Source: an optimization exercise on an open RTL-to-GDS flow (aim: small area and a short achievable clock period). Production flows keep margins and buffers that such runs may drop.
No run shown here included a check of the RTL's function; only the layout flow was run.

==> flow/design.v (outline; a module is shown in full before it is edited, if it fits) <==
// module addmuladd_3_stage_signed_18_bit_xor_reduction: 1336 lines
module addmuladd_3_stage_signed_18_bit_xor_reduction(
	input signed [17:0] a,
	input signed [17:0] b,
	input signed [17:0] c,
	input signed [17:0] d,
	output [17:0] out,
	input clk);
  // ...
==> flow/flow/run.sh <==
#!/bin/bash
# The standard layout (standard.sh), with these changes:
#  - after the standard synthesis, inverters around full-adder cells are removed by
#    flipping the polarity of full adders (invopt2.py); registers are not touched;
#  - ports are buffered with buf_1 cells (the resizer upsizes them where timing needs it);
#  - timing repair aims at a larger setup margin than the design's clock needs, so
#    the layout is optimised for the period it achieves.
set -euo pipefail
MARGIN=6.9
R=$PWD/orfs/results/sky130hd/addmuladd_3_stage_signed_18_bit_xor_reduction/base
bash standard.sh $R/1_2_yosys.v > synth.log 2>&1
cp $R/1_2_yosys.v $R/1_2_yosys_std.v
python3 flow/invopt2.py $R/1_2_yosys_std.v $R/1_2_yosys.v > invopt.log 2>&1
bash standard.sh SETUP_SLACK_MARGIN=$MARGIN "BUFFER_PORTS_ARGS=-buffer_cell sky130_fd_sc_hd__buf_1" finish > layout.log 2>&1
==> flow/flow/invopt2.py <==
#!/usr/bin/env python3
"""Global inverter minimisation around full adders in a flat Yosys netlist.

A full adder is self-dual: FA(~a, ~b, ~c) = (~sum, ~cout), so each sky130 fa cell may be
"flipped" (fed the complements of its inputs, giving the complements of its outputs)
without changing the function of the netlist. xor/xnor gates absorb an inverted input
by swapping xor <-> xnor, and an xor/xnor driver can give either polarity the same way.
This script removes every inverter, chooses the flips by local search to need as few
inverters as possible, and puts back one inverter per net that some load needs inverted.
Flip-flops and ports are not changed.
usage: invopt2.py IN.v OUT.v
"""
import re, sys, random

src = open(sys.argv[1]).read()
m_first = re.search(r'^\s*sky130_fd_sc_hd__\w+\s', src, re.M)
m_end = src.rfind('endmodule')
head = src[:m_first.start()]
cell_txt = src[m_first.start():m_end]
assert 'assign' not in cell_txt, 'assign statements are not handled'

cell_re = re.compile(r'(sky130_fd_sc_hd__\w+)\s+(\\\S+\s|\S+)\s*\((.*?)\);', re.S)
pin_re = re.compile(r'\.(\w+)\(\s*(\\\S+\s|[^()\s]+)\s*\)')
OUTPINS = {'X', 'Y', 'Q', 'Q_N', 'SUM', 'COUT', 'HI', 'LO'}

cells = {}
order = []
for m in cell_re.finditer(cell_txt):
    typ, name, body = m.group(1), m.group(2).strip(), m.group(3)
    cells[name] = [typ, {p: n.strip() for p, n in pin_re.findall(body)}]
    order.append(name)

ports_out = set()
for m in re.finditer(r'^\s*output\s+(\[(\d+):(\d+)\]\s*)?(\S+);', head, re.M):
    if m.group(1):
        hi, lo = int(m.group(2)), int(m.group(3))
        for i in range(min(hi, lo), max(hi, lo) + 1): ports_out.add(f"{m.group(4)}[{i}]")
    else:
        ports_out.add(m.group(4))

def kind(t):
    b = re.sub(r'^sky130_fd_sc_hd__', '', t)
    if re.match(r'(clk)?inv(lp)?_\d+$', b): return 'inv'
    if re.match(r'fa_\d+$', b): return 'fa'
    if re.match(r'x(n)?or[23]_\d+$', b): return 'xor'
    return 'other'

TOGGLE = {}
for k in ('2', '3'):
    for sz in ('1', '2', '4'):
        TOGGLE[f'sky130_fd_sc_hd__xor{k}_{sz}'] = f'sky130_fd_sc_hd__xnor{k}_{sz}'
        TOGGLE[f'sky130_fd_sc_hd__xnor{k}_{sz}'] = f'sky130_fd_sc_hd__xor{k}_{sz}'
def outpin(t): return 'Y' if re.match(r'sky130_fd_sc_hd__xnor2_', t) else 'X'

# inverters that drive ports stay as ordinary cells
invs = {n for n, (t, p) in cells.items() if kind(t) == 'inv' and p['Y'] not in ports_out}
for n, (t, p) in cells.items():
    if kind(t) == 'xor': assert t in TOGGLE, t
driver = {}
for n, (t, p) in cells.items():
    for pin, net in p.items():
        if pin in OUTPINS: driver[net] = (n, pin)

def resolve(net):
    par = 0
    while net in driver and driver[net][0] in invs:
        net = cells[driver[net][0]][1]['A']; par ^= 1
    return net, par

# sinks per root: (cell, pin, parity); ports as (None, net, parity)
sinks = {}
for n, (t, p) in cells.items():
    if n in invs: continue
    for pin, net in p.items():
        if pin in OUTPINS: continue
        r, q = resolve(net)
        sinks.setdefault(r, []).append((n, pin, q))
for net in ports_out:
    r, q = resolve(net)
    if r != net or net not in driver:
        sinks.setdefault(r, []).append((None, net, q))

fas = [n for n in order if kind(cells[n][0]) == 'fa']
pinned = set()
for f in fas:
    for pin in ('SUM', 'COUT'):
        if cells[f][1][pin] in ports_out: pinned.add(f)
phi = {f: 0 for f in fas}

def root_drv(r):
    d = driver.get(r)
    return d[0] if d else None

def root_cost(r):
    d = root_drv(r)
    pd = phi.get(d, 0) if d else 0
    s0 = s1 = False
    for (c, pin, q) in sinks.get(r, []):
        if c is not None and kind(cells[c][0]) == 'xor': continue
        need = q ^ (phi.get(c, 0) if c else 0) ^ pd
        if need: s1 = True
        else: s0 = True
    if d and kind(cells[d][0]) == 'xor' and r not in ports_out:
        return 1 if (s0 and s1) else 0
    return 1 if s1 else 0

roots = set(sinks)
fa_roots = {}
for f in fas:
    rs = set()
    t, p = cells[f]
    for pin, net in p.items():
        rs.add(resolve(net)[0] if pin not in OUTPINS else net)
    fa_roots[f] = [r for r in rs if r in roots]

def total():
    return sum(root_cost(r) for r in roots)

def delta(f):
    rs = fa_roots[f]
    b = sum(root_cost(r) for r in rs)
    phi[f] ^= 1
    a = sum(root_cost(r) for r in rs)
    phi[f] ^= 1
    return a - b

def descend():
    improved = True
    while improved:
        improved = False
        for f in fas:
            if f in pinned: continue
            if delta(f) < 0:
                phi[f] ^= 1; improved = True

before = len(invs)
descend()
best = dict(phi); best_cost = total()
rng = random.Random(1)
for it in range(60):
    phi.update(best)
    for f in rng.sample(fas, max(1, len(fas) // 10)):
        if f not in pinned: phi[f] ^= 1
    descend()
    c = total()
    if c < best_cost:
        best, best_cost = dict(phi), c
phi.update(best)

# rebuild
for n in invs: del cells[n]
new_wires = []
cnt = [0]
for r in sorted(roots):
    d = root_drv(r)
    pd = phi.get(d, 0) if d else 0
    need = []
    for (c, pin, q) in sinks[r]:
        nd = q ^ (phi.get(c, 0) if c else 0) ^ pd
        need.append((c, pin, nd))
    nonx = [x for x in need if x[0] is None or kind(cells[x[0]][0]) != 'xor']
    if d and kind(cells[d][0]) == 'xor' and r not in ports_out and nonx and all(x[2] for x in nonx):
        # give the inverted polarity at the driver
        t = cells[d][0]; o = outpin(t)
        cells[d][0] = TOGGLE[t]; del cells[d][1][o]; cells[d][1][outpin(cells[d][0])] = r
        need = [(c, pin, nd ^ 1) for (c, pin, nd) in need]
    rn = None
    for (c, pin, nd) in need:
        if c is not None and kind(cells[c][0]) == 'xor':
            cells[c][1][pin] = r
            if nd:
                t = cells[c][0]; o = outpin(t); on = cells[c][1].pop(o)
                cells[c][0] = TOGGLE[t]; cells[c][1][outpin(cells[c][0])] = on
            continue
        if c is None:
            # output port: its net must carry the value
            if nd == 0 and pin == r: continue
            cnt[0] += 1
            if nd:
                cells[f"_invopt_cell_{cnt[0]}_"] = ['sky130_fd_sc_hd__inv_1', {'A': r, 'Y': pin}]
            else:
                cells[f"_invopt_cell_{cnt[0]}_"] = ['sky130_fd_sc_hd__buf_1', {'A': r, 'X': pin}]
            order.append(f"_invopt_cell_{cnt[0]}_")
            continue
        if nd:
            if rn is None:
                cnt[0] += 1
                rn = f"_invopt_n{cnt[0]}_"
                new_wires.append(rn)
                cells[f"_invopt_cell_{cnt[0]}_"] = ['sky130_fd_sc_hd__inv_1', {'A': r, 'Y': rn}]
                order.append(f"_invopt_cell_{cnt[0]}_")
            cells[c][1][pin] = rn
        else:
            cells[c][1][pin] = r
after = sum(1 for t, p in cells.values() if kind(t) == 'inv')
sys.stderr.write(f"invopt2: inverters {before} -> {after} (flipped {sum(phi.values())} of {len(fas)} full adders)\n")

def fmt(n): return n + ' ' if n.startswith('\\') else n
out = [head.rstrip('\n') + '\n']
for w in new_wires: out.append(f"  wire {w};\n")
for name in order:
    if name not in cells: continue
    typ, pins = cells[name]
    pl = ",\n".join(f"    .{p}({fmt(n)})" for p, n in pins.items())
    out.append(f"  {typ} {fmt(name)} (\n{pl}\n  );\n")
out.append("endmodule\n")
open(sys.argv[2], 'w').write(''.join(out))
==> flow/standard.sh <==
#!/bin/bash
# synth_recipe.tcl (not shown) runs the flow's synth.tcl, then flattens the netlist and writes it again
# the make line also repeats each setting of config.mk as NAME=value (left out here)
make -C /OpenROAD-flow-scripts/flow DESIGN_CONFIG=/design/flow/config.mk WORK_HOME=/design/flow/orfs CLKGATE_MAP_FILE= SYNTH_SCRIPT=/design/flow/synth_recipe.tcl "${@:-finish}"
==> flow/config.mk <==
export PLATFORM = sky130hd
export DESIGN_NAME = addmuladd_3_stage_signed_18_bit_xor_reduction
export DESIGN_NICKNAME = addmuladd_3_stage_signed_18_bit_xor_reduction
export VERILOG_FILES = /design/flow/design.v
export SDC_FILE = /design/flow/constraint.sdc
export NUM_CORES = 4
export LEC_CHECK = 0
export ABC_AREA = 1
export CAP_MARGIN = 20
export CORE_MARGIN = 2
export CORE_UTILIZATION = 40
export CTS_BUF_LIST = sky130_fd_sc_hd__clkbuf_4 sky130_fd_sc_hd__clkbuf_8
export SLEW_MARGIN = 20
==> flow/constraint.sdc <==
create_clock -name core_clock -period 10.0 [get_ports {clk}]
set_input_delay 2.0000 -clock core_clock [delete_from_list [all_inputs] [get_ports {clk}]]
set_output_delay 2.0000 -clock core_clock [all_outputs]
set_load 0.01 [all_outputs]
==> impl_results.md, run 1 <==
* Outcome: finished clean
* YS warnings at 1
* WS Path Type: flip-flop to flip-flop
* Signal buffers share of area at 8.46%
* Number of buffers inserted for hold repair after clock tree synthesis at 0
* Clock network area share at 2.93%
* Startpoint of the lowest-slack hold path: c_r[0]$_DFF_P_
* Commonest cells after routing, fill and taps aside: sky130_fd_sc_hd__nand2_1, sky130_fd_sc_hd__inv_1, sky130_fd_sc_hd__o22ai_1
* Instance count along the most critical hold path at 1
* Met2 wirelength from detailed routing at roughly 16000 µm
* Overall via count from detail_route at 10407
* CP Cell Sequence: buf_6, o22ai_1, xor2_1, fa_1, fa_1, fa_2, fa_1, ha_1
* Number of endpoints failing setup at the final stage at 0
* Clock-pin slew reported for the worst setup and hold paths after clock tree synthesis at roughly 90 ps
* Met3 Routed Length at 3340 µm
* Net count reported at finish at 1869
* Number of antenna cells inserted at 0
* Top flop regs: q_r: 77 flops, bn_r: 18 flops, c_r: 18 flops
* Cells on worst reg2reg path at 8
* Horizontal extent of the die at roughly 180 µm
* Antenna Violating Nets Remaining at 0
* Unrepaired setup endpoints after global routing: yes
* Count of buffers from port buffering at between 70 and 80
* Cell with the largest stage delay on the worst path: sky130_fd_sc_hd__fa_1
* Last weighted congestion value of the routability-driven placer at slightly above 0.9
==> inputs of run 2 (changes only) <==
--- a/flow/design.v
+++ b/flow/design.v
@@ -46,29 +46,29 @@
 	assign two[8] = (h[16] & k[16] & ~k[17] & ~h[17] & ~t[8]) | (~h[16] & ~k[16] & k[17] & ~h[17] & ~t[8]) | (~h[16] & ~k[16] & ~k[17] & h[17] & ~t[8]) | (h[16] & k[16] & k[17] & h[17] & ~t[8]) | (h[16] & ~k[16] & ~k[17] & ~h[17] & t[8]) | (~h[16] & k[16] & ~k[17] & ~h[17] & t[8]) | (h[16] & ~k[16] & k[17] & h[17] & t[8]) | (~h[16] & k[16] & k[17] & h[17] & t[8]);
 	assign neg[8] = (h[16] & k[16] & ~k[17] & ~h[17] & ~t[8]) | (~h[16] & ~k[16] & k[17] & ~h[17] & ~t[8]) | (h[16] & ~k[16] & k[17] & ~h[17] & ~t[8]) | (~h[16] & k[16] & k[17] & ~h[17] & ~t[8]) | (~h[16] & ~k[16] & ~k[17] & h[17] & ~t[8]) | (h[16] & ~k[16] & ~k[17] & h[17] & ~t[8]) | (~h[16] & k[16] & ~k[17] & h[17] & ~t[8]) | (h[16] & k[16] & k[17] & h[17] & ~t[8]) | (h[16] & k[16] & ~k[17] & ~h[17] & t[8]) | (~h[16] & ~k[16] & k[17] & ~h[17] & t[8]) | (~h[16] & ~k[16] & ~k[17] & h[17] & t[8]) | (h[16] & k[16] & k[17] & h[17] & t[8]);
 	assign one[9] = t[9] ^ k[18];
 	assign two[9] = 1'b0;
 	assign neg[9] = k[18] & ~t[9];
 	reg [17:0] bn_r;
 	reg [9:0] onen_r, twon_r, neg_r;
 	reg [17:0] c_r;
-	wire [2:0] pr8;
-	reg [2:0] pr8_r;
-	assign pr8[0] = (one[8] & b[0]) ^ neg[8];
-	assign pr8[1] = (((one[8] & b[1]) | (two[8] & b[0])) ^ neg[8]);
-	assign pr8[2] = (((one[8] & b[2]) | (two[8] & b[1])) ^ neg[8]);
-	wire [2:0] pr9;
-	reg [2:0] pr9_r;
-	assign pr9[0] = (one[9] & b[0]) ^ neg[9];
-	assign pr9[1] = (((one[9] & b[1]) | (two[9] & b[0])) ^ neg[9]);
-	assign pr9[2] = (((one[9] & b[2]) | (two[9] & b[1])) ^ neg[9]);
+	wire [2:0] pr0;
+	reg [2:0] pr0_r;
+	assign pr0[0] = (((one[0] & b[16]) | (two[0] & b[15])) ^ neg[0]);
+	assign pr0[1] = (((one[0] & b[17]) | (two[0] & b[16])) ^ neg[0]);
+	assign pr0[2] = ~(((one[0] & b[17]) | (two[0] & b[17])) ^ neg[0]);
+	wire [2:0] pr1;
+	reg [2:0] pr1_r;
+	assign pr1[0] = (((one[1] & b[16]) | (two[1] & b[15])) ^ neg[1]);
+	assign pr1[1] = (((one[1] & b[17]) | (two[1] & b[16])) ^ neg[1]);
+	assign pr1[2] = ~(((one[1] & b[17]) | (two[1] & b[17])) ^ neg[1]);
 	always @(posedge clk) begin
-		pr8_r <= pr8;
-		pr9_r <= pr9;
+		pr0_r <= pr0;
+		pr1_r <= pr1;
 		bn_r <= ~b;
 		onen_r <= ~one;
 		twon_r <= ~two;
 		neg_r <= neg;
 		c_r <= c;
 	end
 	wire pp0_0;
 	wire pp0_1;
@@ -81,38 +81,32 @@
 	wire pp0_8;
 	wire pp0_9;
 	wire pp0_10;
 	wire pp0_11;
 	wire pp0_12;
 	wire pp0_13;
 	wire pp0_14;
 	wire pp0_15;
-	wire pp0_16;
-	wire pp0_17;
-	wire pp0_18;
 	wire pp1_0;
 	wire pp1_1;
 	wire pp1_2;
 	wire pp1_3;
 	wire pp1_4;
 	wire pp1_5;
 	wire pp1_6;
 	wire pp1_7;
 	wire pp1_8;
 	wire pp1_9;
 	wire pp1_10;
 	wire pp1_11;
 	wire pp1_12;
 	wire pp1_13;
 	wire pp1_14;
 	wire pp1_15;
-	wire pp1_16;
-	wire pp1_17;
-	wire pp1_18;
 	wire pp2_0;
 	wire pp2_1;
 	wire pp2_2;
 	wire pp2_3;
 	wire pp2_4;
 	wire pp2_5;
 	wire pp2_6;
 	wire pp2_7;
@@ -217,32 +211,38 @@
 	wire pp7_11;
 	wire pp7_12;
 	wire pp7_13;
 	wire pp7_14;
 	wire pp7_15;
 	wire pp7_16;
 	wire pp7_17;
 	wire pp7_18;
+	wire pp8_0;
+	wire pp8_1;
+	wire pp8_2;
 	wire pp8_3;
 	wire pp8_4;
 	wire pp8_5;
 	wire pp8_6;
 	wire pp8_7;
 	wire pp8_8;
 	wire pp8_9;
 	wire pp8_10;
 	wire pp8_11;
 	wire pp8_12;
 	wire pp8_13;
 	wire pp8_14;
 	wire pp8_15;
 	wire pp8_16;
 	wire pp8_17;
 	wire pp8_18;
+	wire pp9_0;
+	wire pp9_1;
+	wire pp9_2;
 	wire pp9_3;
 	wire pp9_4;
 	wire pp9_5;
 	wire pp9_6;
 	wire pp9_7;
 	wire pp9_8;
 	wire pp9_9;
 	wire pp9_10;
@@ -702,38 +702,32 @@
 	assign pp0_8 = ((~((onen_r[0] | bn_r[8]) & (twon_r[0] | bn_r[7]))) ^ neg_r[0]);
 	assign pp0_9 = ((~((onen_r[0] | bn_r[9]) & (twon_r[0] | bn_r[8]))) ^ neg_r[0]);
 	assign pp0_10 = ((~((onen_r[0] | bn_r[10]) & (twon_r[0] | bn_r[9]))) ^ neg_r[0]);
 	assign pp0_11 = ((~((onen_r[0] | bn_r[11]) & (twon_r[0] | bn_r[10]))) ^ neg_r[0]);
 	assign pp0_12 = ((~((onen_r[0] | bn_r[12]) & (twon_r[0] | bn_r[11]))) ^ neg_r[0]);
 	assign pp0_13 = ((~((onen_r[0] | bn_r[13]) & (twon_r[0] | bn_r[12]))) ^ neg_r[0]);
 	assign pp0_14 = ((~((onen_r[0] | bn_r[14]) & (twon_r[0] | bn_r[13]))) ^ neg_r[0]);
 	assign pp0_15 = ((~((onen_r[0] | bn_r[15]) & (twon_r[0] | bn_r[14]))) ^ neg_r[0]);
-	assign pp0_16 = ((~((onen_r[0] | bn_r[16]) & (twon_r[0] | bn_r[15]))) ^ neg_r[0]);
-	assign pp0_17 = ((~((onen_r[0] | bn_r[17]) & (twon_r[0] | bn_r[16]))) ^ neg_r[0]);
-	assign pp0_18 = ~((~((onen_r[0] | bn_r[17]) & (twon_r[0] | bn_r[17]))) ^ neg_r[0]);
 	assign pp1_0 = ((~(onen_r[1] | bn_r[0])) ^ neg_r[1]);
 	assign pp1_1 = ((~((onen_r[1] | bn_r[1]) & (twon_r[1] | bn_r[0]))) ^ neg_r[1]);
 	assign pp1_2 = ((~((onen_r[1] | bn_r[2]) & (twon_r[1] | bn_r[1]))) ^ neg_r[1]);
 	assign pp1_3 = ((~((onen_r[1] | bn_r[3]) & (twon_r[1] | bn_r[2]))) ^ neg_r[1]);
 	assign pp1_4 = ((~((onen_r[1] | bn_r[4]) & (twon_r[1] | bn_r[3]))) ^ neg_r[1]);
 	assign pp1_5 = ((~((onen_r[1] | bn_r[5]) & (twon_r[1] | bn_r[4]))) ^ neg_r[1]);
 	assign pp1_6 = ((~((onen_r[1] | bn_r[6]) & (twon_r[1] | bn_r[5]))) ^ neg_r[1]);
 	assign pp1_7 = ((~((onen_r[1] | bn_r[7]) & (twon_r[1] | bn_r[6]))) ^ neg_r[1]);
 	assign pp1_8 = ((~((onen_r[1] | bn_r[8]) & (twon_r[1] | bn_r[7]))) ^ neg_r[1]);
 	assign pp1_9 = ((~((onen_r[1] | bn_r[9]) & (twon_r[1] | bn_r[8]))) ^ neg_r[1]);
 	assign pp1_10 = ((~((onen_r[1] | bn_r[10]) & (twon_r[1] | bn_r[9]))) ^ neg_r[1]);
 	assign pp1_11 = ((~((onen_r[1] | bn_r[11]) & (twon_r[1] | bn_r[10]))) ^ neg_r[1]);
 	assign pp1_12 = ((~((onen_r[1] | bn_r[12]) & (twon_r[1] | bn_r[11]))) ^ neg_r[1]);
 	assign pp1_13 = ((~((onen_r[1] | bn_r[13]) & (twon_r[1] | bn_r[12]))) ^ neg_r[1]);
 	assign pp1_14 = ((~((onen_r[1] | bn_r[14]) & (twon_r[1] | bn_r[13]))) ^ neg_r[1]);
 	assign pp1_15 = ((~((onen_r[1] | bn_r[15]) & (twon_r[1] | bn_r[14]))) ^ neg_r[1]);
-	assign pp1_16 = ((~((onen_r[1] | bn_r[16]) & (twon_r[1] | bn_r[15]))) ^ neg_r[1]);
-	assign pp1_17 = ((~((onen_r[1] | bn_r[17]) & (twon_r[1] | bn_r[16]))) ^ neg_r[1]);
-	assign pp1_18 = ~((~((onen_r[1] | bn_r[17]) & (twon_r[1] | bn_r[17]))) ^ neg_r[1]);
 	assign pp2_0 = ((~(onen_r[2] | bn_r[0])) ^ neg_r[2]);
 	assign pp2_1 = ((~((onen_r[2] | bn_r[1]) & (twon_r[2] | bn_r[0]))) ^ neg_r[2]);
 	assign pp2_2 = ((~((onen_r[2] | bn_r[2]) & (twon_r[2] | bn_r[1]))) ^ neg_r[2]);
 	assign pp2_3 = ((~((onen_r[2] | bn_r[3]) & (twon_r[2] | bn_r[2]))) ^ neg_r[2]);
 	assign pp2_4 = ((~((onen_r[2] | bn_r[4]) & (twon_r[2] | bn_r[3]))) ^ neg_r[2]);
 	assign pp2_5 = ((~((onen_r[2] | bn_r[5]) & (twon_r[2] | bn_r[4]))) ^ neg_r[2]);
 	assign pp2_6 = ((~((onen_r[2] | bn_r[6]) & (twon_r[2] | bn_r[5]))) ^ neg_r[2]);
 	assign pp2_7 = ((~((onen_r[2] | bn_r[7]) & (twon_r[2] | bn_r[6]))) ^ neg_r[2]);
@@ -838,32 +832,38 @@
 	assign pp7_11 = ((~((onen_r[7] | bn_r[11]) & (twon_r[7] | bn_r[10]))) ^ neg_r[7]);
 	assign pp7_12 = ((~((onen_r[7] | bn_r[12]) & (twon_r[7] | bn_r[11]))) ^ neg_r[7]);
 	assign pp7_13 = ((~((onen_r[7] | bn_r[13]) & (twon_r[7] | bn_r[12]))) ^ neg_r[7]);
 	assign pp7_14 = ((~((onen_r[7] | bn_r[14]) & (twon_r[7] | bn_r[13]))) ^ neg_r[7]);
 	assign pp7_15 = ((~((onen_r[7] | bn_r[15]) & (twon_r[7] | bn_r[14]))) ^ neg_r[7]);
 	assign pp7_16 = ((~((onen_r[7] | bn_r[16]) & (twon_r[7] | bn_r[15]))) ^ neg_r[7]);
 	assign pp7_17 = ((~((onen_r[7] | bn_r[17]) & (twon_r[7] | bn_r[16]))) ^ neg_r[7]);
 	assign pp7_18 = ~((~((onen_r[7] | bn_r[17]) & (twon_r[7] | bn_r[17]))) ^ neg_r[7]);
+	assign pp8_0 = ((~(onen_r[8] | bn_r[0])) ^ neg_r[8]);
+	assign pp8_1 = ((~((onen_r[8] | bn_r[1]) & (twon_r[8] | bn_r[0]))) ^ neg_r[8]);
+	assign pp8_2 = ((~((onen_r[8] | bn_r[2]) & (twon_r[8] | bn_r[1]))) ^ neg_r[8]);
 	assign pp8_3 = ((~((onen_r[8] | bn_r[3]) & (twon_r[8] | bn_r[2]))) ^ neg_r[8]);
 	assign pp8_4 = ((~((onen_r[8] | bn_r[4]) & (twon_r[8] | bn_r[3]))) ^ neg_r[8]);
 	assign pp8_5 = ((~((onen_r[8] | bn_r[5]) & (twon_r[8] | bn_r[4]))) ^ neg_r[8]);
 	assign pp8_6 = ((~((onen_r[8] | bn_r[6]) & (twon_r[8] | bn_r[5]))) ^ neg_r[8]);
 	assign pp8_7 = ((~((onen_r[8] | bn_r[7]) & (twon_r[8] | bn_r[6]))) ^ neg_r[8]);
 	assign pp8_8 = ((~((onen_r[8] | bn_r[8]) & (twon_r[8] | bn_r[7]))) ^ neg_r[8]);
 	assign pp8_9 = ((~((onen_r[8] | bn_r[9]) & (twon_r[8] | bn_r[8]))) ^ neg_r[8]);
 	assign pp8_10 = ((~((onen_r[8] | bn_r[10]) & (twon_r[8] | bn_r[9]))) ^ neg_r[8]);
 	assign pp8_11 = ((~((onen_r[8] | bn_r[11]) & (twon_r[8] | bn_r[10]))) ^ neg_r[8]);
 	assign pp8_12 = ((~((onen_r[8] | bn_r[12]) & (twon_r[8] | bn_r[11]))) ^ neg_r[8]);
 	assign pp8_13 = ((~((onen_r[8] | bn_r[13]) & (twon_r[8] | bn_r[12]))) ^ neg_r[8]);
 	assign pp8_14 = ((~((onen_r[8] | bn_r[14]) & (twon_r[8] | bn_r[13]))) ^ neg_r[8]);
 	assign pp8_15 = ((~((onen_r[8] | bn_r[15]) & (twon_r[8] | bn_r[14]))) ^ neg_r[8]);
 	assign pp8_16 = ((~((onen_r[8] | bn_r[16]) & (twon_r[8] | bn_r[15]))) ^ neg_r[8]);
 	assign pp8_17 = ((~((onen_r[8] | bn_r[17]) & (twon_r[8] | bn_r[16]))) ^ neg_r[8]);
 	assign pp8_18 = ~((~((onen_r[8] | bn_r[17]) & (twon_r[8] | bn_r[17]))) ^ neg_r[8]);
+	assign pp9_0 = ((~(onen_r[9] | bn_r[0])) ^ neg_r[9]);
+	assign pp9_1 = ((~((onen_r[9] | bn_r[1]) & (twon_r[9] | bn_r[0]))) ^ neg_r[9]);
+	assign pp9_2 = ((~((onen_r[9] | bn_r[2]) & (twon_r[9] | bn_r[1]))) ^ neg_r[9]);
 	assign pp9_3 = ((~((onen_r[9] | bn_r[3]) & (twon_r[9] | bn_r[2]))) ^ neg_r[9]);
 	assign pp9_4 = ((~((onen_r[9] | bn_r[4]) & (twon_r[9] | bn_r[3]))) ^ neg_r[9]);
 	assign pp9_5 = ((~((onen_r[9] | bn_r[5]) & (twon_r[9] | bn_r[4]))) ^ neg_r[9]);
 	assign pp9_6 = ((~((onen_r[9] | bn_r[6]) & (twon_r[9] | bn_r[5]))) ^ neg_r[9]);
 	assign pp9_7 = ((~((onen_r[9] | bn_r[7]) & (twon_r[9] | bn_r[6]))) ^ neg_r[9]);
 	assign pp9_8 = ((~((onen_r[9] | bn_r[8]) & (twon_r[9] | bn_r[7]))) ^ neg_r[9]);
 	assign pp9_9 = ((~((onen_r[9] | bn_r[9]) & (twon_r[9] | bn_r[8]))) ^ neg_r[9]);
 	assign pp9_10 = ((~((onen_r[9] | bn_r[10]) & (twon_r[9] | bn_r[9]))) ^ neg_r[9]);
@@ -965,230 +965,230 @@
 	assign fs89 = pp4_4 ^ pp5_2 ^ pp6_0;
 	assign fc90 = (pp4_4 & pp5_2) | (pp4_4 & pp6_0) | (pp5_2 & pp6_0);
 	assign fs91 = fc74 ^ fc76 ^ fs85;
 	assign fc92 = (fc74 & fc76) | (fc74 & fs85) | (fc76 & fs85);
 	assign fs93 = fs87 ^ fs89 ^ fc78;
 	assign fc94 = (fs87 & fs89) | (fs87 & fc78) | (fs89 & fc78);
 	assign fs95 = fs91 ^ fc80 ^ fs93;
 	assign fc96 = (fs91 & fc80) | (fs91 & fs93) | (fc80 & fs93);
-	assign hs97 = fc82 ^ fs95;
-	assign hc98 = fc82 & fs95;
+	assign hs97 = q24 ^ q25;
+	assign hc98 = q24 & q25;
 	assign fs99 = c_r[13] ^ pp0_13 ^ pp1_11;
 	assign fc100 = (c_r[13] & pp0_13) | (c_r[13] & pp1_11) | (pp0_13 & pp1_11);
 	assign fs101 = pp2_9 ^ pp3_7 ^ pp4_5;
 	assign fc102 = (pp2_9 & pp3_7) | (pp2_9 & pp4_5) | (pp3_7 & pp4_5);
 	assign fs103 = pp5_3 ^ pp6_1 ^ fc86;
 	assign fc104 = (pp5_3 & pp6_1) | (pp5_3 & fc86) | (pp6_1 & fc86);
 	assign fs105 = fc88 ^ fc90 ^ fs99;
 	assign fc106 = (fc88 & fc90) | (fc88 & fs99) | (fc90 & fs99);
 	assign fs107 = fs101 ^ fc92 ^ fs103;
 	assign fc108 = (fs101 & fc92) | (fs101 & fs103) | (fc92 & fs103);
 	assign fs109 = fs105 ^ fc94 ^ fs107;
 	assign fc110 = (fs105 & fc94) | (fs105 & fs107) | (fc94 & fs107);
-	assign hs111 = fc96 ^ fs109;
-	assign hc112 = fc96 & fs109;
+	assign hs111 = q27 ^ q28;
+	assign hc112 = q27 & q28;
 	assign fs113 = c_r[14] ^ neg_r[7] ^ pp0_14;
 	assign fc114 = (c_r[14] & neg_r[7]) | (c_r[14] & pp0_14) | (neg_r[7] & pp0_14);
 	assign fs115 = pp1_12 ^ pp2_10 ^ pp3_8;
 	assign fc116 = (pp1_12 & pp2_10) | (pp1_12 & pp3_8) | (pp2_10 & pp3_8);
 	assign fs117 = pp4_6 ^ pp5_4 ^ pp6_2;
 	assign fc118 = (pp4_6 & pp5_4) | (pp4_6 & pp6_2) | (pp5_4 & pp6_2);
 	assign fs119 = pp7_0 ^ fc100 ^ fc102;
 	assign fc120 = (pp7_0 & fc100) | (pp7_0 & fc102) | (fc100 & fc102);
 	assign fs121 = fs113 ^ fs115 ^ fs117;
 	assign fc122 = (fs113 & fs115) | (fs113 & fs117) | (fs115 & fs117);
 	assign fs123 = fc104 ^ fc106 ^ fs119;
 	assign fc124 = (fc104 & fc106) | (fc104 & fs119) | (fc106 & fs119);
 	assign fs125 = fs121 ^ fc108 ^ fs123;
 	assign fc126 = (fs121 & fc108) | (fs121 & fs123) | (fc108 & fs123);
-	assign hs127 = fc110 ^ fs125;
-	assign hc128 = fc110 & fs125;
+	assign hs127 = q29 ^ q30;
+	assign hc128 = q29 & q30;
 	assign fs129 = c_r[15] ^ pp0_15 ^ pp1_13;
 	assign fc130 = (c_r[15] & pp0_15) | (c_r[15] & pp1_13) | (pp0_15 & pp1_13);
 	assign fs131 = pp2_11 ^ pp3_9 ^ pp4_7;
 	assign fc132 = (pp2_11 & pp3_9) | (pp2_11 & pp4_7) | (pp3_9 & pp4_7);
 	assign fs133 = pp5_5 ^ pp6_3 ^ pp7_1;
 	assign fc134 = (pp5_5 & pp6_3) | (pp5_5 & pp7_1) | (pp6_3 & pp7_1);
 	assign fs135 = fc114 ^ fc116 ^ fc118;
 	assign fc136 = (fc114 & fc116) | (fc114 & fc118) | (fc116 & fc118);
 	assign fs137 = fs129 ^ fs131 ^ fs133;
 	assign fc138 = (fs129 & fs131) | (fs129 & fs133) | (fs131 & fs133);
 	assign fs139 = fc120 ^ fc122 ^ fs135;
 	assign fc140 = (fc120 & fc122) | (fc120 & fs135) | (fc122 & fs135);
 	assign fs141 = fs137 ^ fc124 ^ fs139;
 	assign fc142 = (fs137 & fc124) | (fs137 & fs139) | (fc124 & fs139);
-	assign hs143 = fc126 ^ fs141;
-	assign hc144 = fc126 & fs141;
-	assign fs145 = c_r[16] ^ pr8_r[0] ^ neg_r[8];
-	assign fc146 = (c_r[16] & pr8_r[0]) | (c_r[16] & neg_r[8]) | (pr8_r[0] & neg_r[8]);
-	assign fs147 = pp0_16 ^ pp1_14 ^ pp2_12;
-	assign fc148 = (pp0_16 & pp1_14) | (pp0_16 & pp2_12) | (pp1_14 & pp2_12);
-	assign fs149 = pp3_10 ^ pp4_8 ^ pp5_6;
-	assign fc150 = (pp3_10 & pp4_8) | (pp3_10 & pp5_6) | (pp4_8 & pp5_6);
-	assign fs151 = pp6_4 ^ pp7_2 ^ fs145;
-	assign fc152 = (pp6_4 & pp7_2) | (pp6_4 & fs145) | (pp7_2 & fs145);
+	assign hs143 = q31 ^ q32;
+	assign hc144 = q31 & q32;
+	assign fs145 = c_r[16] ^ pr0_r[0] ^ neg_r[8];
+	assign fc146 = (c_r[16] & pr0_r[0]) | (c_r[16] & neg_r[8]) | (pr0_r[0] & neg_r[8]);
+	assign fs147 = pp1_14 ^ pp2_12 ^ pp3_10;
+	assign fc148 = (pp1_14 & pp2_12) | (pp1_14 & pp3_10) | (pp2_12 & pp3_10);
+	assign fs149 = pp4_8 ^ pp5_6 ^ pp6_4;
+	assign fc150 = (pp4_8 & pp5_6) | (pp4_8 & pp6_4) | (pp5_6 & pp6_4);
+	assign fs151 = pp7_2 ^ pp8_0 ^ fs145;
+	assign fc152 = (pp7_2 & pp8_0) | (pp7_2 & fs145) | (pp8_0 & fs145);
 	assign fs153 = fc130 ^ fc132 ^ fc134;
 	assign fc154 = (fc130 & fc132) | (fc130 & fc134) | (fc132 & fc134);
 	assign fs155 = fs147 ^ fs149 ^ fs151;
 	assign fc156 = (fs147 & fs149) | (fs147 & fs151) | (fs149 & fs151);
 	assign fs157 = fc136 ^ fc138 ^ fs153;
 	assign fc158 = (fc136 & fc138) | (fc136 & fs153) | (fc138 & fs153);
 	assign fs159 = fs155 ^ fc140 ^ fs157;
 	assign fc160 = (fs155 & fc140) | (fs155 & fs157) | (fc140 & fs157);
-	assign hs161 = fc142 ^ fs159;
-	assign hc162 = fc142 & fs159;
-	assign fs163 = ~(~c_r[17] ^ pr8_r[1]);
-	assign fc164 = ~c_r[17] | pr8_r[1];
-	assign fs165 = fs163 ^ fc146 ^ pp0_17;
-	assign fc166 = (fs163 & fc146) | (fs163 & pp0_17) | (fc146 & pp0_17);
-	assign fs167 = pp1_15 ^ pp2_13 ^ pp3_11;
-	assign fc168 = (pp1_15 & pp2_13) | (pp1_15 & pp3_11) | (pp2_13 & pp3_11);
-	assign fs169 = pp4_9 ^ pp5_7 ^ pp6_5;
-	assign fc170 = (pp4_9 & pp5_7) | (pp4_9 & pp6_5) | (pp5_7 & pp6_5);
-	assign fs171 = pp7_3 ^ fc148 ^ fc150;
-	assign fc172 = (pp7_3 & fc148) | (pp7_3 & fc150) | (fc148 & fc150);
+	assign hs161 = q33 ^ q34;
+	assign hc162 = q33 & q34;
+	assign fs163 = ~(~c_r[17] ^ pr0_r[1]);
+	assign fc164 = ~c_r[17] | pr0_r[1];
+	assign fs165 = fs163 ^ fc146 ^ pp1_15;
+	assign fc166 = (fs163 & fc146) | (fs163 & pp1_15) | (fc146 & pp1_15);
+	assign fs167 = pp2_13 ^ pp3_11 ^ pp4_9;
+	assign fc168 = (pp2_13 & pp3_11) | (pp2_13 & pp4_9) | (pp3_11 & pp4_9);
+	assign fs169 = pp5_7 ^ pp6_5 ^ pp7_3;
+	assign fc170 = (pp5_7 & pp6_5) | (pp5_7 & pp7_3) | (pp6_5 & pp7_3);
+	assign fs171 = pp8_1 ^ fc148 ^ fc150;
+	assign fc172 = (pp8_1 & fc148) | (pp8_1 & fc150) | (fc148 & fc150);
 	assign fs173 = fc152 ^ fs165 ^ fs167;
 	assign fc174 = (fc152 & fs165) | (fc152 & fs167) | (fs165 & fs167);
 	assign fs175 = fs169 ^ fc154 ^ fs171;
 	assign fc176 = (fs169 & fc154) | (fs169 & fs171) | (fc154 & fs171);
 	assign fs177 = fc156 ^ fs173 ^ fc158;
 	assign fc178 = (fc156 & fs173) | (fc156 & fc158) | (fs173 & fc158);
-	assign fs179 = q34 ^ q35 ^ q36;
-	assign fc180 = (q34 & q35) | (q34 & q36) | (q35 & q36);
-	assign fs181 = pr8_r[2] ^ pr9_r[0] ^ neg_r[9];
-	assign fc182 = (pr8_r[2] & pr9_r[0]) | (pr8_r[2] & neg_r[9]) | (pr9_r[0] & neg_r[9]);
-	assign fs183 = fc164 ^ pp0_18 ^ pp1_16;
-	assign fc184 = (fc164 & pp0_18) | (fc164 & pp1_16) | (pp0_18 & pp1_16);
-	assign fs185 = pp2_14 ^ pp3_12 ^ pp4_10;
-	assign fc186 = (pp2_14 & pp3_12) | (pp2_14 & pp4_10) | (pp3_12 & pp4_10);
-	assign fs187 = pp5_8 ^ pp6_6 ^ pp7_4;
-	assign fc188 = (pp5_8 & pp6_6) | (pp5_8 & pp7_4) | (pp6_6 & pp7_4);
+	assign fs179 = q35 ^ q36 ^ q37;
+	assign fc180 = (q35 & q36) | (q35 & q37) | (q36 & q37);
+	assign fs181 = pr0_r[2] ^ pr1_r[0] ^ neg_r[9];
+	assign fc182 = (pr0_r[2] & pr1_r[0]) | (pr0_r[2] & neg_r[9]) | (pr1_r[0] & neg_r[9]);
+	assign fs183 = fc164 ^ pp2_14 ^ pp3_12;
+	assign fc184 = (fc164 & pp2_14) | (fc164 & pp3_12) | (pp2_14 & pp3_12);
+	assign fs185 = pp4_10 ^ pp5_8 ^ pp6_6;
+	assign fc186 = (pp4_10 & pp5_8) | (pp4_10 & pp6_6) | (pp5_8 & pp6_6);
+	assign fs187 = pp7_4 ^ pp8_2 ^ pp9_0;
+	assign fc188 = (pp7_4 & pp8_2) | (pp7_4 & pp9_0) | (pp8_2 & pp9_0);
 	assign fs189 = fs181 ^ fc166 ^ fc168;
 	assign fc190 = (fs181 & fc166) | (fs181 & fc168) | (fc166 & fc168);
 	assign fs191 = fc170 ^ fs183 ^ fs185;
 	assign fc192 = (fc170 & fs183) | (fc170 & fs185) | (fs183 & fs185);
 	assign fs193 = fs187 ^ fc172 ^ fc174;
 	assign fc194 = (fs187 & fc172) | (fs187 & fc174) | (fc172 & fc174);
 	assign fs195 = fs189 ^ fs191 ^ fc176;
 	assign fc196 = (fs189 & fs191) | (fs189 & fc176) | (fs191 & fc176);
 	assign fs197 = q38 ^ q39 ^ q40;
 	assign fc198 = (q38 & q39) | (q38 & q40) | (q39 & q40);
-	assign fs199 = ~(pr9_r[1] ^ fc182);
-	assign fc200 = pr9_r[1] | fc182;
-	assign fs201 = pp1_17 ^ pp2_15 ^ pp3_13;
-	assign fc202 = (pp1_17 & pp2_15) | (pp1_17 & pp3_13) | (pp2_15 & pp3_13);
-	assign fs203 = pp4_11 ^ pp5_9 ^ pp6_7;
-	assign fc204 = (pp4_11 & pp5_9) | (pp4_11 & pp6_7) | (pp5_9 & pp6_7);
-	assign fs205 = pp7_5 ^ pp8_3 ^ fs199;
-	assign fc206 = (pp7_5 & pp8_3) | (pp7_5 & fs199) | (pp8_3 & fs199);
+	assign fs199 = ~(pr1_r[1] ^ fc182);
+	assign fc200 = pr1_r[1] | fc182;
+	assign fs201 = pp2_15 ^ pp3_13 ^ pp4_11;
+	assign fc202 = (pp2_15 & pp3_13) | (pp2_15 & pp4_11) | (pp3_13 & pp4_11);
+	assign fs203 = pp5_9 ^ pp6_7 ^ pp7_5;
+	assign fc204 = (pp5_9 & pp6_7) | (pp5_9 & pp7_5) | (pp6_7 & pp7_5);
+	assign fs205 = pp8_3 ^ pp9_1 ^ fs199;
+	assign fc206 = (pp8_3 & pp9_1) | (pp8_3 & fs199) | (pp9_1 & fs199);
 	assign fs207 = fc184 ^ fc186 ^ fc188;
 	assign fc208 = (fc184 & fc186) | (fc184 & fc188) | (fc186 & fc188);
 	assign fs209 = fs201 ^ fs203 ^ fs205;
 	assign fc210 = (fs201 & fs203) | (fs201 & fs205) | (fs203 & fs205);
 	assign fs211 = fc190 ^ fc192 ^ fs207;
 	assign fc212 = (fc190 & fc192) | (fc190 & fs207) | (fc192 & fs207);
 	assign fs213 = fs209 ^ fc194 ^ fs211;
 	assign fc214 = (fs209 & fc194) | (fs209 & fs211) | (fc194 & fs211);
-	assign hs215 = fc196 ^ fs213;
-	assign hc216 = fc196 & fs213;
-	assign fs217 = pr9_r[2] ^ pp1_18 ^ pp2_16;
-	assign fc218 = (pr9_r[2] & pp1_18) | (pr9_r[2] & pp2_16) | (pp1_18 & pp2_16);
-	assign fs219 = pp3_14 ^ pp4_12 ^ pp5_10;
-	assign fc220 = (pp3_14 & pp4_12) | (pp3_14 & pp5_10) | (pp4_12 & pp5_10);
-	assign fs221 = pp6_8 ^ pp7_6 ^ pp8_4;
-	assign fc222 = (pp6_8 & pp7_6) | (pp6_8 & pp8_4) | (pp7_6 & pp8_4);
+	assign hs215 = q41 ^ q42;
+	assign hc216 = q41 & q42;
+	assign fs217 = pr1_r[2] ^ pp2_16 ^ pp3_14;
+	assign fc218 = (pr1_r[2] & pp2_16) | (pr1_r[2] & pp3_14) | (pp2_16 & pp3_14);
+	assign fs219 = pp4_12 ^ pp5_10 ^ pp6_8;
+	assign fc220 = (pp4_12 & pp5_10) | (pp4_12 & pp6_8) | (pp5_10 & pp6_8);
+	assign fs221 = pp7_6 ^ pp8_4 ^ pp9_2;
+	assign fc222 = (pp7_6 & pp8_4) | (pp7_6 & pp9_2) | (pp8_4 & pp9_2);
 	assign fs223 = fc200 ^ fc202 ^ fc204;
 	assign fc224 = (fc200 & fc202) | (fc200 & fc204) | (fc202 & fc204);
 	assign fs225 = fs217 ^ fs219 ^ fs221;
 	assign fc226 = (fs217 & fs219) | (fs217 & fs221) | (fs219 & fs221);
 	assign fs227 = fc206 ^ fc208 ^ fs223;
 	assign fc228 = (fc206 & fc208) | (fc206 & fs223) | (fc208 & fs223);
 	assign fs229 = fs225 ^ fc210 ^ fc212;
 	assign fc230 = (fs225 & fc210) | (fs225 & fc212) | (fc210 & fc212);
-	assign fs231 = q42 ^ q43 ^ q44;
-	assign fc232 = (q42 & q43) | (q42 & q44) | (q43 & q44);
+	assign fs231 = q43 ^ q44 ^ q45;
+	assign fc232 = (q43 & q44) | (q43 & q45) | (q44 & q45);
 	assign fs233 = ~(pp2_17 ^ pp3_15);
 	assign fc234 = pp2_17 | pp3_15;
 	assign fs235 = pp4_13 ^ pp5_11 ^ pp6_9;
 	assign fc236 = (pp4_13 & pp5_11) | (pp4_13 & pp6_9) | (pp5_11 & pp6_9);
 	assign fs237 = pp7_7 ^ pp8_5 ^ pp9_3;
 	assign fc238 = (pp7_7 & pp8_5) | (pp7_7 & pp9_3) | (pp8_5 & pp9_3);
 	assign fs239 = fs233 ^ fc218 ^ fc220;
 	assign fc240 = (fs233 & fc218) | (fs233 & fc220) | (fc218 & fc220);
 	assign fs241 = fc222 ^ fs235 ^ fs237;
 	assign fc242 = (fc222 & fs235) | (fc222 & fs237) | (fs235 & fs237);
 	assign fs243 = fc224 ^ fc226 ^ fs239;
 	assign fc244 = (fc224 & fc226) | (fc224 & fs239) | (fc226 & fs239);
 	assign fs245 = fs241 ^ fc228 ^ fs243;
 	assign fc246 = (fs241 & fc228) | (fs241 & fs243) | (fc228 & fs243);
-	assign hs247 = fc230 ^ fs245;
-	assign hc248 = fc230 & fs245;
+	assign hs247 = q46 ^ q47;
+	assign hc248 = q46 & q47;
 	assign fs249 = pp2_18 ^ pp3_16 ^ pp4_14;
 	assign fc250 = (pp2_18 & pp3_16) | (pp2_18 & pp4_14) | (pp3_16 & pp4_14);
 	assign fs251 = pp5_12 ^ pp6_10 ^ pp7_8;
 	assign fc252 = (pp5_12 & pp6_10) | (pp5_12 & pp7_8) | (pp6_10 & pp7_8);
 	assign fs253 = pp8_6 ^ pp9_4 ^ fc234;
 	assign fc254 = (pp8_6 & pp9_4) | (pp8_6 & fc234) | (pp9_4 & fc234);
 	assign fs255 = fc236 ^ fc238 ^ fs249;
 	assign fc256 = (fc236 & fc238) | (fc236 & fs249) | (fc238 & fs249);
 	assign fs257 = fs251 ^ fs253 ^ fc240;
 	assign fc258 = (fs251 & fs253) | (fs251 & fc240) | (fs253 & fc240);
 	assign fs259 = fc242 ^ fs255 ^ fc244;
 	assign fc260 = (fc242 & fs255) | (fc242 & fc244) | (fs255 & fc244);
-	assign fs261 = q47 ^ q48 ^ q49;
-	assign fc262 = (q47 & q48) | (q47 & q49) | (q48 & q49);
+	assign fs261 = q48 ^ q49 ^ q50;
+	assign fc262 = (q48 & q49) | (q48 & q50) | (q49 & q50);
 	assign fs263 = ~(pp3_17 ^ pp4_15);
 	assign fc264 = pp3_17 | pp4_15;
 	assign fs265 = pp5_13 ^ pp6_11 ^ pp7_9;
 	assign fc266 = (pp5_13 & pp6_11) | (pp5_13 & pp7_9) | (pp6_11 & pp7_9);
 	assign fs267 = pp8_7 ^ pp9_5 ^ fs263;
 	assign fc268 = (pp8_7 & pp9_5) | (pp8_7 & fs263) | (pp9_5 & fs263);
 	assign fs269 = fc250 ^ fc252 ^ fs265;
 	assign fc270 = (fc250 & fc252) | (fc250 & fs265) | (fc252 & fs265);
 	assign fs271 = fc254 ^ fs267 ^ fc256;
 	assign fc272 = (fc254 & fs267) | (fc254 & fc256) | (fs267 & fc256);
 	assign fs273 = fs269 ^ fc258 ^ fs271;
 	assign fc274 = (fs269 & fc258) | (fs269 & fs271) | (fc258 & fs271);
-	assign hs275 = fc260 ^ fs273;
-	assign hc276 = fc260 & fs273;
+	assign hs275 = q51 ^ q52;
+	assign hc276 = q51 & q52;
 	assign fs277 = pp3_18 ^ pp4_16 ^ pp5_14;
 	assign fc278 = (pp3_18 & pp4_16) | (pp3_18 & pp5_14) | (pp4_16 & pp5_14);
 	assign fs279 = pp6_12 ^ pp7_10 ^ pp8_8;
 	assign fc280 = (pp6_12 & pp7_10) | (pp6_12 & pp8_8) | (pp7_10 & pp8_8);
 	assign fs281 = pp9_6 ^ fc264 ^ fc266;
 	assign fc282 = (pp9_6 & fc264) | (pp9_6 & fc266) | (fc264 & fc266);
 	assign fs283 = fs277 ^ fs279 ^ fc268;
 	assign fc284 = (fs277 & fs279) | (fs277 & fc268) | (fs279 & fc268);
 	assign fs285 = fc270 ^ fs281 ^ fs283;
 	assign fc286 = (fc270 & fs281) | (fc270 & fs283) | (fs281 & fs283);
-	assign fs287 = q52 ^ q53 ^ q54;
-	assign fc288 = (q52 & q53) | (q52 & q54) | (q53 & q54);
+	assign fs287 = q53 ^ q54 ^ q55;
+	assign fc288 = (q53 & q54) | (q53 & q55) | (q54 & q55);
 	assign fs289 = ~(pp4_17 ^ pp5_15);
 	assign fc290 = pp4_17 | pp5_15;
 	assign fs291 = pp6_13 ^ pp7_11 ^ pp8_9;
 	assign fc292 = (pp6_13 & pp7_11) | (pp6_13 & pp8_9) | (pp7_11 & pp8_9);
 	assign fs293 = pp9_7 ^ fs289 ^ fc278;
 	assign fc294 = (pp9_7 & fs289) | (pp9_7 & fc278) | (fs289 & fc278);
 	assign fs295 = fc280 ^ fs291 ^ fc282;
 	assign fc296 = (fc280 & fs291) | (fc280 & fc282) | (fs291 & fc282);
 	assign fs297 = fs293 ^ fc284 ^ fs295;
 	assign fc298 = (fs293 & fc284) | (fs293 & fs295) | (fc284 & fs295);
-	assign hs299 = fc286 ^ fs297;
-	assign hc300 = fc286 & fs297;
+	assign hs299 = q56 ^ q57;
+	assign hc300 = q56 & q57;
 	assign fs301 = pp4_18 ^ pp5_16 ^ pp6_14;
 	assign fc302 = (pp4_18 & pp5_16) | (pp4_18 & pp6_14) | (pp5_16 & pp6_14);
 	assign fs303 = pp7_12 ^ pp8_10 ^ pp9_8;
 	assign fc304 = (pp7_12 & pp8_10) | (pp7_12 & pp9_8) | (pp8_10 & pp9_8);
 	assign fs305 = fc290 ^ fc292 ^ fs301;
 	assign fc306 = (fc290 & fc292) | (fc290 & fs301) | (fc292 & fs301);
 	assign fs307 = fs303 ^ fc294 ^ fs305;
 	assign fc308 = (fs303 & fc294) | (fs303 & fs305) | (fc294 & fs305);
-	assign fs309 = q57 ^ q58 ^ q59;
-	assign fc310 = (q57 & q58) | (q57 & q59) | (q58 & q59);
+	assign fs309 = q58 ^ q59 ^ q60;
+	assign fc310 = (q58 & q59) | (q58 & q60) | (q59 & q60);
 	assign fs311 = ~(pp5_17 ^ pp6_15);
 	assign fc312 = pp5_17 | pp6_15;
 	assign fs313 = pp7_13 ^ pp8_11 ^ pp9_9;
 	assign fc314 = (pp7_13 & pp8_11) | (pp7_13 & pp9_9) | (pp8_11 & pp9_9);
 	assign fs315 = fs311 ^ fc302 ^ fc304;
 	assign fc316 = (fs311 & fc302) | (fs311 & fc304) | (fc302 & fc304);
 	assign fs317 = fs313 ^ fc306 ^ fs315;
 	assign fc318 = (fs313 & fc306) | (fs313 & fs315) | (fc306 & fs315);
@@ -1230,20 +1230,20 @@
 	assign fc354 = pp8_17 | pp9_15;
 	assign hs355 = fs353 ^ fc350;
 	assign hc356 = fs353 & fc350;
 	assign fs357 = pp8_18 ^ pp9_16 ^ fc354;
 	assign fc358 = (pp8_18 & pp9_16) | (pp8_18 & fc354) | (pp9_16 & fc354);
 	assign hs359 = pp9_17 ^ fc358;
 	assign hc360 = pp9_17 & fc358;
 	always @(posedge clk) begin
-		q_r <= {hs359, fs357, hc356, hs355, fc352, fs351, hc348, hs347, fc342, fs341, hc336, hs335, fc328, fs327, hc320, hs319, hc300, fc298, fs307, fc296, hs299, hc276, fc274, fs285, fc272, hs275, hc248, fs259, fc246, fs257, hs247, hc216, fs229, fc214, fs227, hs215, fs195, fc178, fs193, hc162, fs177, fc160, fs175, hs161, hc144, hs143, hc128, hs127, hc112, hs111, hc98, hs97, hc84, hs83, fs81, hs71, hc60, hs59, hc50, hs49, fs47, hs39, fs37, hs31, fs29, hs23, fs21, hs17, fs15, hs11, fs9, hs7, fs5, hs3, pp0_1, hs1, pp0_0};
+		q_r <= {hs359, fs357, hc356, hs355, fc352, fs351, hc348, hs347, fc342, fs341, hc336, hs335, fc328, fs327, hc320, hs319, fc298, fs307, fc296, fs297, fc286, fc274, fs285, fc272, fs273, fc260, fs259, fc246, fs257, fs245, fc230, fs229, fc214, fs227, fs213, fc196, fs195, fc178, fs193, fs177, fc160, fs175, fs159, fc142, fs141, fc126, fs125, fc110, fs109, fc96, hc84, fs95, fc82, hs83, fs81, hs71, hc60, hs59, hc50, hs49, fs47, hs39, fs37, hs31, fs29, hs23, fs21, hs17, fs15, hs11, fs9, hs7, fs5, hs3, pp0_1, hs1, pp0_0};
 	end
-	wire [35:0] x = {1'b1, q74, q72, q70, q68, q66, q64, q62, fc310, q60, fc288, q55, fc262, q50, fc232, q45, fc198, fc180, q37, q32, q30, q28, q26, q24, q22, q20, q18, q16, q14, q12, q10, q8, q6, q4, q2, q0};
-	wire [35:0] y = {q76, q75, q73, q71, q69, q67, q65, q63, q61, fs309, q56, fs287, q51, fs261, q46, fs231, q41, fs197, fs179, q33, q31, q29, q27, q25, q23, q21, q19, q17, q15, q13, q11, q9, q7, q5, q3, q1};
+	wire [35:0] x = {1'b1, q74, q72, q70, q68, q66, q64, q62, fc310, hc300, fc288, hc276, fc262, hc248, fc232, hc216, fc198, fc180, hc162, hc144, hc128, hc112, hc98, q26, q22, q20, q18, q16, q14, q12, q10, q8, q6, q4, q2, q0};
+	wire [35:0] y = {q76, q75, q73, q71, q69, q67, q65, q63, q61, fs309, hs299, fs287, hs275, fs261, hs247, fs231, hs215, fs197, fs179, hs161, hs143, hs127, hs111, hs97, q23, q21, q19, q17, q15, q13, q11, q9, q7, q5, q3, q1};
 	wire [35:0] qg = x & y, qp = x ^ y;
 	wire qG0_0 = qg[0], qP0_0 = qp[0];
 	wire qG0_1 = qg[1] | (qp[1] & qG0_0), qP0_1 = qp[1] & qP0_0;
 	wire qG0_2 = qg[2] | (qp[2] & qG0_1), qP0_2 = qp[2] & qP0_1;
 	wire qG0_3 = qg[3] | (qp[3] & qG0_2), qP0_3 = qp[3] & qP0_2;
 	wire qh0_0 = qG0_0 ^ qG0_1 ^ qG0_2 ^ qG0_3;
 	wire qhd_0 = qP0_0 ^ qP0_1 ^ qP0_2 ^ qP0_3;
 	wire qG1_0 = qg[4], qP1_0 = qp[4];
==> impl_results.md, run 2 <==
* Clock tree root buffer cell: sky130_fd_sc_hd__clkbuf_8 (unchanged)
* Global-route wire length before repair at 48400 µm (was 56300 µm)
* Tot GR Track Use at 18.6% (was 21.8%)
* Largest delay contributor family on the critical path: flip-flops (was adder cells)
* Wire length per cell after detailed routing at 16.5 µm (was 18.5 µm)
* Placed cell areas at 13200 µm² (was 13300 µm²)
* Number of endpoints failing setup at the final stage at 0 (unchanged)
* Critical path buffers and inverters at 1 (unchanged)
* Cell with the largest stage delay on the worst path: sky130_fd_sc_hd__dfxtp_2 (was sky130_fd_sc_hd__fa_1)
* Outcome: finished clean (unchanged)
* Fraction of layout instances using a drive strength above 1 at 10.9% (was 19.0%)
* TritonCTS clock tree: done (unchanged)
* Largest register FFs at 77 (unchanged)
* Number of antenna cells inserted at 0 (unchanged)
* Core area at 31400 µm² (was 31600 µm²)
* Initial drt markers at 743 (was 1001)
* Worst Path Required at 8000 ps (was 10360 ps)
* DRC violation count after routing at 0 (unchanged)
* Post-synthesis average cell area at 9.14 µm² (was 8.95 µm²)
* Antenna Violating Nets Remaining at 0 (unchanged)
* Final period demand of the worst path at 3080 ps (was 3160 ps)
* Number of global-route vias before repair at 9160 (was 10386)
* YS warnings at 1 (unchanged)
* Synth Cell Area at 12700 µm² (was 12900 µm²)
* Commonest cells after routing, fill and taps aside: sky130_fd_sc_hd__xor2_1, sky130_fd_sc_hd__nand2_1, sky130_fd_sc_hd__o22ai_1 (was sky130_fd_sc_hd__nand2_1, sky130_fd_sc_hd__inv_1, sky130_fd_sc_hd__o22ai_1)
* Starting Density at 40.5% (was 40.8%)
* Synthesis-to-layout area growth at 9.72% (was 18.4%)
* Number of buffers added by the clock tree synthesis step at 17 (unchanged)
* CP Cell Sequence: xor2_1, buf_2 (was buf_6, o22ai_1, xor2_1, fa_1, fa_1, fa_2, fa_1, ha_1)
* Number of failing hold endpoints at the final stage at 0 (unchanged)
* Chip Height at 182 µm (was 184 µm)
* Post-synthesis cell count at 1391 (was 1440)
* Total routed wirelength at 30300 µm (was 36600 µm)
* Later-pin clock latency in the skew report at 480 ps (about the same)
* Number of buffers between clock root and the deepest sink at 2 (unchanged)
* Number of levels in the clock H-tree at 4 (unchanged)
* Path class of the lowest-slack min-delay path: flip-flop to flip-flop (unchanged)
* Cell Rows at 65 (unchanged)
* Count of buffers from port buffering at 73 (unchanged)
* Clock Sinks at 150 (unchanged)
* Delay contributed by the slowest stage of the critical path at 330 ps (was 510 ps)
* Area of all placed cells without fillers at 14000 µm² (was 15300 µm²)
* Initial antenna violation count at 0 (unchanged)
* Setup TNS at 0 ps (unchanged)
* CP Capture Type: output pin (was flip-flop)
* Unrepaired setup endpoints after global routing: yes (unchanged)
* DIE AREA at 33200 µm² (was 33700 µm²)
* Max_slew headroom at between 50% and 60%
* Remaining global-route overflow at 0 (unchanged)
* Net count reported at finish at 1729 (was 1869)
* Reg2reg setup slack at 6960 ps (was 6840 ps)
* Top flop regs: q_r: 77 flops, bn_r: 18 flops, c_r: 18 flops (unchanged)
* Max-slew violation count at 0 (unchanged)
* Max-Cap Viols at 0 (unchanged)
* Data arrival time at the worst-slack endpoint at 1080 ps (was 3520 ps)
* Clock-pin slew reported for the worst setup and hold paths after clock tree synthesis at 90 ps (about the same)
* Register ranked first by flip-flop count: q_r (unchanged)
* WS Path Type: flip-flop to output pin (was flip-flop to flip-flop)
* Horizontal extent of the die at 182 µm (was 184 µm)
* Number of inserted filler cells in the final layout at 3078 (was 2898)
* Final setup skew at 17.1 ps (was 17.2 ps)
* Boundary pin count at 91 (unchanged)
* Post-route clock period utilization at 30.8% (was 31.6%)
* Transition time at the pin with the least slew margin at about 650 ps
* Overall via count from detail_route at 9416 (was 10407)
* HPWL after detailed placement at 23300 µm (was 24900 µm)
* Crit start category: flip-flop (unchanged)
* Highest clock frequency the design can meet at 325 MHz (was 316 MHz)
* Maximum number of pins on one net before global-route repair at 21 (was 20)
* Biggest fanout along the worst timing path at 1 (was 9)
* Iteration count of the initial detailed-routing pass at 5 (was 6)
* Last weighted congestion value of the routability-driven placer at 0.912 (was 0.916)
* Routed vias/inst at 5.13 (was 5.26)
-- run 2: routing by layer --
| layer | vias up | GRT usage, % | wire length [µm] |
|---|---|---|---|
| li1 | 4547 | - | - |
| met1 | 4474 | 25.6 | 13700 |
| met2 | 348 | 29.1 | 13700 |
| met3 | 47 | 4.07 | 2260 |
| met4 | 0 | 6.32 | 642 |
| met5 | - | 0 | 0 |
-- run 2: timing repair --
| action | CTS | global route |
|---|---|---|
| hold buffers | 0 | 0 |
| gates resized for setup | 52 | 24 |
| setup buffers | 14 | 9 |
| gates cloned | 0 | 0 |
| pin swaps | 1 | 2 |
| endpoints found under the setup margin | 42 | 19 |
-- run 2: metrics by stage --
step	setup WS (ps)	hold slack [ps]	util [%]	cells
2_1_floorplan	6890	420	-	1407
3_3_place_gp	6540	436	42.1	1782
3_5_place_dp	6530	440	42.1	1782
4_1_cts	6890	469	44.0	1828
5_1_grt	6860	475	44.4	1837
6_report	6920	461	44.4	1837
-- run 2: final cells by class --
type                       instances  area (µm²)  share of cell area (%)
multi-input combinational       1000        8840                    63.4
sequential                       150        3100                    22.2
inverter                         154         601                    4.30
tap                              402         503                    3.61
timing repair buffer              99         494                    3.54
clock buffer                      18         248                    1.78
clock inverter                    14         161                    1.16
-- run 2: final timing paths --
check | startpoint | end | depth (start not counted)
setup / recovery | par_r[1]$_DFF_P_ | out[0] | 2
hold / removal | c_r[0]$_DFF_P_ | q_r[1]$_DFF_P_ | 1
hold reg to reg | c_r[0]$_DFF_P_ | q_r[1]$_DFF_P_ | 1
setup reg to reg | bn_r[9]$_DFF_P_ | q_r[32]$_DFF_P_ | 6

what the ideal ports hide:
Ports are ideal in the flow. The routed layouts listed here were re-timed in OpenROAD. Step 1, drivers: a clkbuf_16 drives clk and a buf_2 each remaining input, both assumed. Step 2 moves the port delays by t, midway between the first and last clock arrival at a register: inputs arrive t later, outputs are due t later. That takes back most of the time a late clock gives input paths. a / b / c = no drivers / after step 1 / after step 2; a / b = the first two.
| run | t, ns | slack for setup (ns) | cell pins on the clock port's net |
|---|---|---|---|
| run 1 | 0.516 | 6.840 / 6.840 / 6.527 | 1 |
| run 2 | 0.520 | 6.925 / 6.880 / 6.617 | 1 |
After both steps setup and hold are still met in every run listed. The setup slack of run 1, which loses most, moves by 0.000 ns with the drivers and by -0.313 ns with both steps.
